From an optimization exercise on the open Yosys and OpenROAD flow, aimed at small area; shortcuts taken in it are not production practice. Function was checked by simulation only, so behaviour that the tests miss may differ from the original. No activity file was given, so power comes from the tool's default toggle rates.

## tt_um_ieeeuoftasic_simproc
module tt_um_ieeeuoftasic_simproc (
    input  wire [7:0] ui_in,     
    output wire [7:0] uo_out,    
    input  wire [7:0] uio_in,    
    output wire [7:0] uio_out,   
    output wire [7:0] uio_oe,    
    input  wire       ena,       
    input  wire       clk,       
    input  wire       rst_n      
);
export LEC_CHECK = 0
export CAP_MARGIN = 20
export CORE_MARGIN = 2
export CORE_UTILIZATION = 65
export CTS_BUF_LIST = sky130_fd_sc_hd__clkbuf_8
export CTS_CLUSTER_DIAMETER = 50
export CTS_CLUSTER_SIZE = 16
export SLEW_MARGIN = 20
export SYNTH_HIERARCHICAL = 1
create_clock -name core_clock -period 20.0 [get_ports {clk}]
standard.sh (not shown) runs the stock make flow with config.mk's settings and CLKGATE_MAP_FILE= SYNTH_SCRIPT=/design/flow/synth_recipe.tcl, a recipe that flattens the netlist after the stock synthesis.
==> flow/flow/run.sh <==
#!/bin/bash
set -euo pipefail
work=$(pwd)
here=$(cd "$(dirname "${BASH_SOURCE[0]}")" && pwd)

# The standard flow's synthesis script with the ABC mapping script swapped
{
  echo 'proc abc {args} {'
  echo '  set i [lsearch -exact $args -script]'
  echo '  if {$i >= 0} { lset args [expr {$i + 1}] $::env(AREA_ABC_SCRIPT) }'
  echo '  yosys abc {*}$args'
  echo '}'
  cat "$work/synth_recipe.tcl"
} > "$work/synth_area.tcl"

cts="-sink_clustering_enable -repair_clock_nets -sink_clustering_size 16"
cts="$cts -sink_clustering_max_diameter 80 -buf_list sky130_fd_sc_hd__clkbuf_8"
cts="$cts -dont_use_dummy_load"

bash "$work/standard.sh" \
  "SYNTH_SCRIPT=$work/synth_area.tcl" \
  "AREA_ABC_SCRIPT=$here/abc_area.script" \
  "CTS_ARGS=$cts" \
  "BUFFER_PORTS_ARGS=-buffer_cell sky130_fd_sc_hd__buf_1" \
  finish > "$work/standard.log" 2>&1
==> flow/flow/abc_area.script <==
strash
&get -n
&fraig -x
&put
scorr
dc2
strash
&get -n
&dch -f
&nf -R 1000 -p
&put
==> next run, changes <==
--- a/flow/flow/run.sh
+++ b/flow/flow/run.sh
@@ -16,2 +16,2 @@
-cts="-sink_clustering_enable -repair_clock_nets -sink_clustering_size 16"
-cts="$cts -sink_clustering_max_diameter 80 -buf_list sky130_fd_sc_hd__clkbuf_8"
+cts="-sink_clustering_enable -repair_clock_nets -sink_clustering_size 18"
+cts="$cts -sink_clustering_max_diameter 70 -buf_list sky130_fd_sc_hd__clkbuf_8"
The changed run produced a clean layout; setup slack gets better by 0.15 ns; core utilization goes down by 0.11 points; sequential power hardly moves; combinational power hardly moves.
==> next run, changes <==
--- a/flow/flow/run.sh
+++ b/flow/flow/run.sh
@@ -17 +17 @@
-cts="$cts -sink_clustering_max_diameter 70 -buf_list sky130_fd_sc_hd__clkbuf_8"
+cts="$cts -sink_clustering_max_diameter 70 -buf_list \"sky130_fd_sc_hd__clkbuf_4 sky130_fd_sc_hd__clkbuf_8\""
This time the run aborted during clock tree synthesis (4_1_cts).
Synthesized cell count is unchanged.
Synthesized area stays the same.
==> next run, changes <==
--- a/flow/flow/run.sh
+++ b/flow/flow/run.sh
@@ -17 +17 @@
-cts="$cts -sink_clustering_max_diameter 70 -buf_list \"sky130_fd_sc_hd__clkbuf_4 sky130_fd_sc_hd__clkbuf_8\""
+cts="$cts -sink_clustering_max_diameter 70 -buf_list sky130_fd_sc_hd__clkbuf_8"
- PLACE_DENSITY: not set -> 0.85
Result:
- This time the run finished with timing, DRC and antenna clean
- synthesized cell count is unchanged
- synthesized area is unchanged

tt_um_ieeeuoftasic_simproc, a different RTL version from the one above (not shown whole).
For scale: about 1,900 cells after synthesis, about 620 flip-flops, roughly 0.027 mm2 of cells after synthesis.
Design tt_um_ieeeuoftasic_simproc, start of the top module:
module tt_um_ieeeuoftasic_simproc (
    input  wire [7:0] ui_in,     
    output wire [7:0] uo_out,    
    input  wire [7:0] uio_in,    
    output wire [7:0] uio_out,   
    output wire [7:0] uio_oe,    
    input  wire       ena,       
    input  wire       clk,       
    input  wire       rst_n      
);
  wire rst;
  wire [9:0] clk_per_bit;
  assign clk_per_bit = {uio_in[7:0], 2'b00};  
  assign rst = ~rst_n;
  assign uio_oe = 8'b0000_0000;  
  assign uio_out = 8'b0000_0000;  
  assign uo_out[7:3] = 5'b0_0000;  
  simproc_system #(
     .CLK_BITS(10)
  ) U1 (
      .clk(clk),
      .rst(rst),
      .clk_per_bit(clk_per_bit),
      .uart_rx(ui_in[0]),
      .uart_tx(uo_out[0]),
      .halt(uo_out[1]),
      .done(uo_out[2])
  );
  wire _unused = &{ui_in[7:1], ena, 1'b0};
endmodule
make LEC_CHECK=0 CAP_MARGIN=20 CORE_MARGIN=2 CORE_UTILIZATION=45 SLEW_MARGIN=20 SYNTH_HIERARCHICAL=1 finish   # period 20.0 ns
run.sh (not shown) runs the stock make flow with config.mk's settings and CLKGATE_MAP_FILE= SYNTH_SCRIPT=/design/flow/synth_recipe.tcl, a recipe that flattens the netlist after the stock synthesis.
Stock flow here: none of the scripts above is used.
==> next run, changes <==
--- a/flow/config.mk
+++ b/flow/config.mk
@@ -9,4 +9,7 @@
 export CORE_MARGIN = 2
 export CORE_UTILIZATION = 45
+export CTS_BUF_LIST = sky130_fd_sc_hd__clkbuf_8
+export CTS_CLUSTER_DIAMETER = 60
+export CTS_CLUSTER_SIZE = 20
 export SLEW_MARGIN = 20
 export SYNTH_HIERARCHICAL = 1
Final area drops by a few percent.
Total power shrinks by about a fifth.
Clock-buffer cell count decreases by 41.

Setup of v7:
RTL: one of the versions met above, not the one the previous note started from.
For scale: ~1600 cells after synthesis, ~620 flip-flops, roughly 43 I/O pins, roughly 25000 um^2 of cells after synthesis.
==> flow/design.v (excerpt) <==
module tt_um_ieeeuoftasic_simproc (
    input  wire [7:0] ui_in,     
    output wire [7:0] uo_out,    
    input  wire [7:0] uio_in,    
    output wire [7:0] uio_out,   
    output wire [7:0] uio_oe,    
    input  wire       ena,       
    input  wire       clk,       
    input  wire       rst_n      
);
==> flow/config.mk <==
export PLATFORM = sky130hd
export DESIGN_NAME = tt_um_ieeeuoftasic_simproc
export DESIGN_NICKNAME = tt_um_ieeeuoftasic_simproc
export VERILOG_FILES = /design/flow/design.v
export SDC_FILE = /design/flow/constraint.sdc
export NUM_CORES = 4
export LEC_CHECK = 0
export CAP_MARGIN = 20
export CORE_MARGIN = 2
export CORE_UTILIZATION = 65
export CTS_BUF_LIST = sky130_fd_sc_hd__clkbuf_8
export CTS_CLUSTER_DIAMETER = 50
export CTS_CLUSTER_SIZE = 16
export SLEW_MARGIN = 20
export SYNTH_HIERARCHICAL = 1
==> flow/constraint.sdc <==
create_clock -name core_clock -period 20.0 [get_ports {clk}]
set_input_delay 4.0000 -clock core_clock [delete_from_list [all_inputs] [get_ports {clk}]]
set_output_delay 4.0000 -clock core_clock [all_outputs]
set_load 0.01 [all_outputs]
standard.sh (not shown) runs the stock make flow with config.mk's settings and CLKGATE_MAP_FILE= SYNTH_SCRIPT=/design/flow/synth_recipe.tcl, a recipe that flattens the netlist after the stock synthesis.
==> flow/flow/run.sh <==
#!/bin/bash
set -euo pipefail
work=$(pwd)
here=$(cd "$(dirname "${BASH_SOURCE[0]}")" && pwd)

# The standard flow's synthesis script with the ABC mapping script swapped
{
  echo 'proc abc {args} {'
  echo '  set i [lsearch -exact $args -script]'
  echo '  if {$i >= 0} { lset args [expr {$i + 1}] $::env(AREA_ABC_SCRIPT) }'
  echo '  yosys abc {*}$args'
  echo '}'
  cat "$work/synth_recipe.tcl"
} > "$work/synth_area.tcl"

cts="-sink_clustering_enable -repair_clock_nets -sink_clustering_size 16"
cts="$cts -sink_clustering_max_diameter 50 -buf_list sky130_fd_sc_hd__clkbuf_8"
cts="$cts -dont_use_dummy_load"

bash "$work/standard.sh" \
  "SYNTH_SCRIPT=$work/synth_area.tcl" \
  "AREA_ABC_SCRIPT=$here/abc_area.script" \
  "CTS_ARGS=$cts" \
  "BUFFER_PORTS_ARGS=-buffer_cell sky130_fd_sc_hd__buf_1" \
  finish > "$work/standard.log" 2>&1
Scripts as last shown in full above: flow/flow/abc_area.script
Setup changes, v7 to v1
- changing CORE_UTILIZATION from 65 to 75
-- flow/flow/run.sh --
<<< v7, line 14
} > "$work/synth_area.tcl"

cts="-sink_clustering_enable -repair_clock_nets -sink_clustering_size 16"
cts="$cts -sink_clustering_max_diameter 50 -buf_list sky130_fd_sc_hd__clkbuf_8"
cts="$cts -dont_use_dummy_load"

>>> v1, line 14
} > "$work/synth_area.tcl"

cts="-sink_clustering_enable -repair_clock_nets -sink_clustering_size 18"
cts="$cts -sink_clustering_max_diameter 70 -buf_list sky130_fd_sc_hd__clkbuf_8"
cts="$cts -dont_use_dummy_load"

Notes after the runs:
- v1 ran to completion and came out clean on the timing, DRC and antenna checks.
- From v7 to v1 the numbers moved as follows: post-route total power -about 2.6%, worst supply voltage drop on vdd climbed about 3.8%, global-route wire length before repair -about 1.2%, leakage power summed over all cells fell 0.66%.
- From v7 to v1 the numbers moved as follows: routability congestion estimate has increased; fraction of the cycle the final worst path needs has remained practically unchanged; setup slack has increased; cell area has decreased.
[inputs] v31 vs v1
- CORE_UTILIZATION now 65, was 75
In v31 the switching power as a share of total power turned out 0.27 points higher than in v1.
The lower total routing usage reported by global routing came out of v31.
Shortest clock period the worst path allows after layout: v31 vs v1 down 0.12 ns
Status: maximum clock skew at final layout parity (v1, v31)
v31 ran to completion and came out clean on the timing, DRC and antenna checks.
v31 vs v1 — die extent in x climbed by a little under 10%
Relative to v1, the fmax of v31 is higher by about 1.7%.
Delta (v31 minus v1): die area higher; via count shows a reduction of 455.
Compare v31 and v1 | HPWL after detailed placement lower: v1
v31 and v1 ended up with nearly the same delay of the slowest cell on the worst path.
v31 vs. v1: total of plain and repair buffers excluding clock buffers went down by 3.
Modified inputs, v56 compared to v31
-- flow/flow/run.sh --
<<< v31, line 14
} > "$work/synth_area.tcl"

cts="-sink_clustering_enable -repair_clock_nets -sink_clustering_size 18"
cts="$cts -sink_clustering_max_diameter 70 -buf_list sky130_fd_sc_hd__clkbuf_8"
cts="$cts -dont_use_dummy_load"

>>> v56, line 14
} > "$work/synth_area.tcl"

cts="-sink_clustering_enable -repair_clock_nets -sink_clustering_size 16"
cts="$cts -sink_clustering_max_diameter 50 -buf_list sky130_fd_sc_hd__clkbuf_8"
cts="$cts -dont_use_dummy_load"

<<< v31, line 23
  "CTS_ARGS=$cts" \
  "BUFFER_PORTS_ARGS=-buffer_cell sky130_fd_sc_hd__buf_1" \
  finish > "$work/standard.log" 2>&1
>>> v56, line 23
  "CTS_ARGS=$cts" \
  "BUFFER_PORTS_ARGS=-buffer_cell sky130_fd_sc_hd__buf_1" \
  "RECOVER_POWER=100" \
  finish > "$work/standard.log" 2>&1
Findings:
Complete run, failing final checks: v56, reason capacitance limit, slew limit.
[v56] non-filler instance count after layout rose 9 relative to v31
When the final numbers for v56 and v31 were put side by side, the via count of the first global-routing pass turned out to be smaller in v31.
Going from v31 to v56, worst slew slack as a fraction of its limit shrinks by 140 points.
Cmp v56 and v31 / least setup slack across all paths after layout / lower: v56
Compared v56 vs v31, and clock share of power is up in v56.
### v56 -> v34
-- flow/flow/run.sh --
<<< v56, line 14
} > "$work/synth_area.tcl"

cts="-sink_clustering_enable -repair_clock_nets -sink_clustering_size 16"
cts="$cts -sink_clustering_max_diameter 50 -buf_list sky130_fd_sc_hd__clkbuf_8"
cts="$cts -dont_use_dummy_load"

>>> v34, line 14
} > "$work/synth_area.tcl"

cts="-sink_clustering_enable -repair_clock_nets -sink_clustering_size 18"
cts="$cts -sink_clustering_max_diameter 70 -buf_list {sky130_fd_sc_hd__clkbuf_4 sky130_fd_sc_hd__clkbuf_8}"
cts="$cts -dont_use_dummy_load"

<<< v56, line 23
  "CTS_ARGS=$cts" \
  "BUFFER_PORTS_ARGS=-buffer_cell sky130_fd_sc_hd__buf_1" \
  "RECOVER_POWER=100" \
  finish > "$work/standard.log" 2>&1
>>> v34, line 23
  "CTS_ARGS=$cts" \
  "BUFFER_PORTS_ARGS=-buffer_cell sky130_fd_sc_hd__buf_1" \
  finish > "$work/standard.log" 2>&1
Results
v34 finished every stage and its layout cleared the timing, DRC and antenna checks.
The flow for v56 finished, though final verification flagged capacitance limit, slew limit.
The maximum clock frequency of v34 is higher than that of v56.
Summary of the comparison: transition at the pin with the smallest max-transition slack is lower in v34, relative to v56.
Worst setup slack came out higher on v34 than on v56.
v34 -> v56: number of logic stages on the critical path including buffering delta 0, exact match

==> what the ideal ports hide <==
In the flow no input, the clock included, has a driving cell. The finished layouts below were timed again as built, in two steps. Step 1 assumes that a clkbuf_16 drives the clock port and a buf_2 every other input. Step 2 also shifts input and output timing later by t, the mid clock arrival at the registers, as if the neighbouring blocks saw the same clock. a / b / c = ideal / step 1 / step 2; a / b = the first two.
| run | t, ns | setup WS [ns] | worst setup path after step 2 |
|---|---|---|---|
| the first run of note 1 | 0.688 | 12.745 / 12.745 / 12.745 | register to register |
| the second run of note 1 | 0.675 | 12.893 / 12.893 / 12.893 | register to register |
| the fourth run of note 1 | 0.687 | 12.820 / 12.820 / 12.820 | register to register |
| the first run of note 2 | 0.661 | 11.512 / 11.512 / 11.512 | register to register |
| the second run of note 2 | 0.732 | 11.471 / 11.471 / 11.471 | register to register |
| v7 | 0.708 | 12.751 / 12.751 / 12.751 | register to register |
| v1 | 0.631 | 12.770 / 12.770 / 12.770 | register to register |
| v31 | 0.675 | 12.893 / 12.893 / 12.893 | register to register |
| v56 | 0.708 | 12.763 / 12.763 / 12.763 | register to register |
| v34 | 0.675 | 12.893 / 12.893 / 12.893 | register to register |
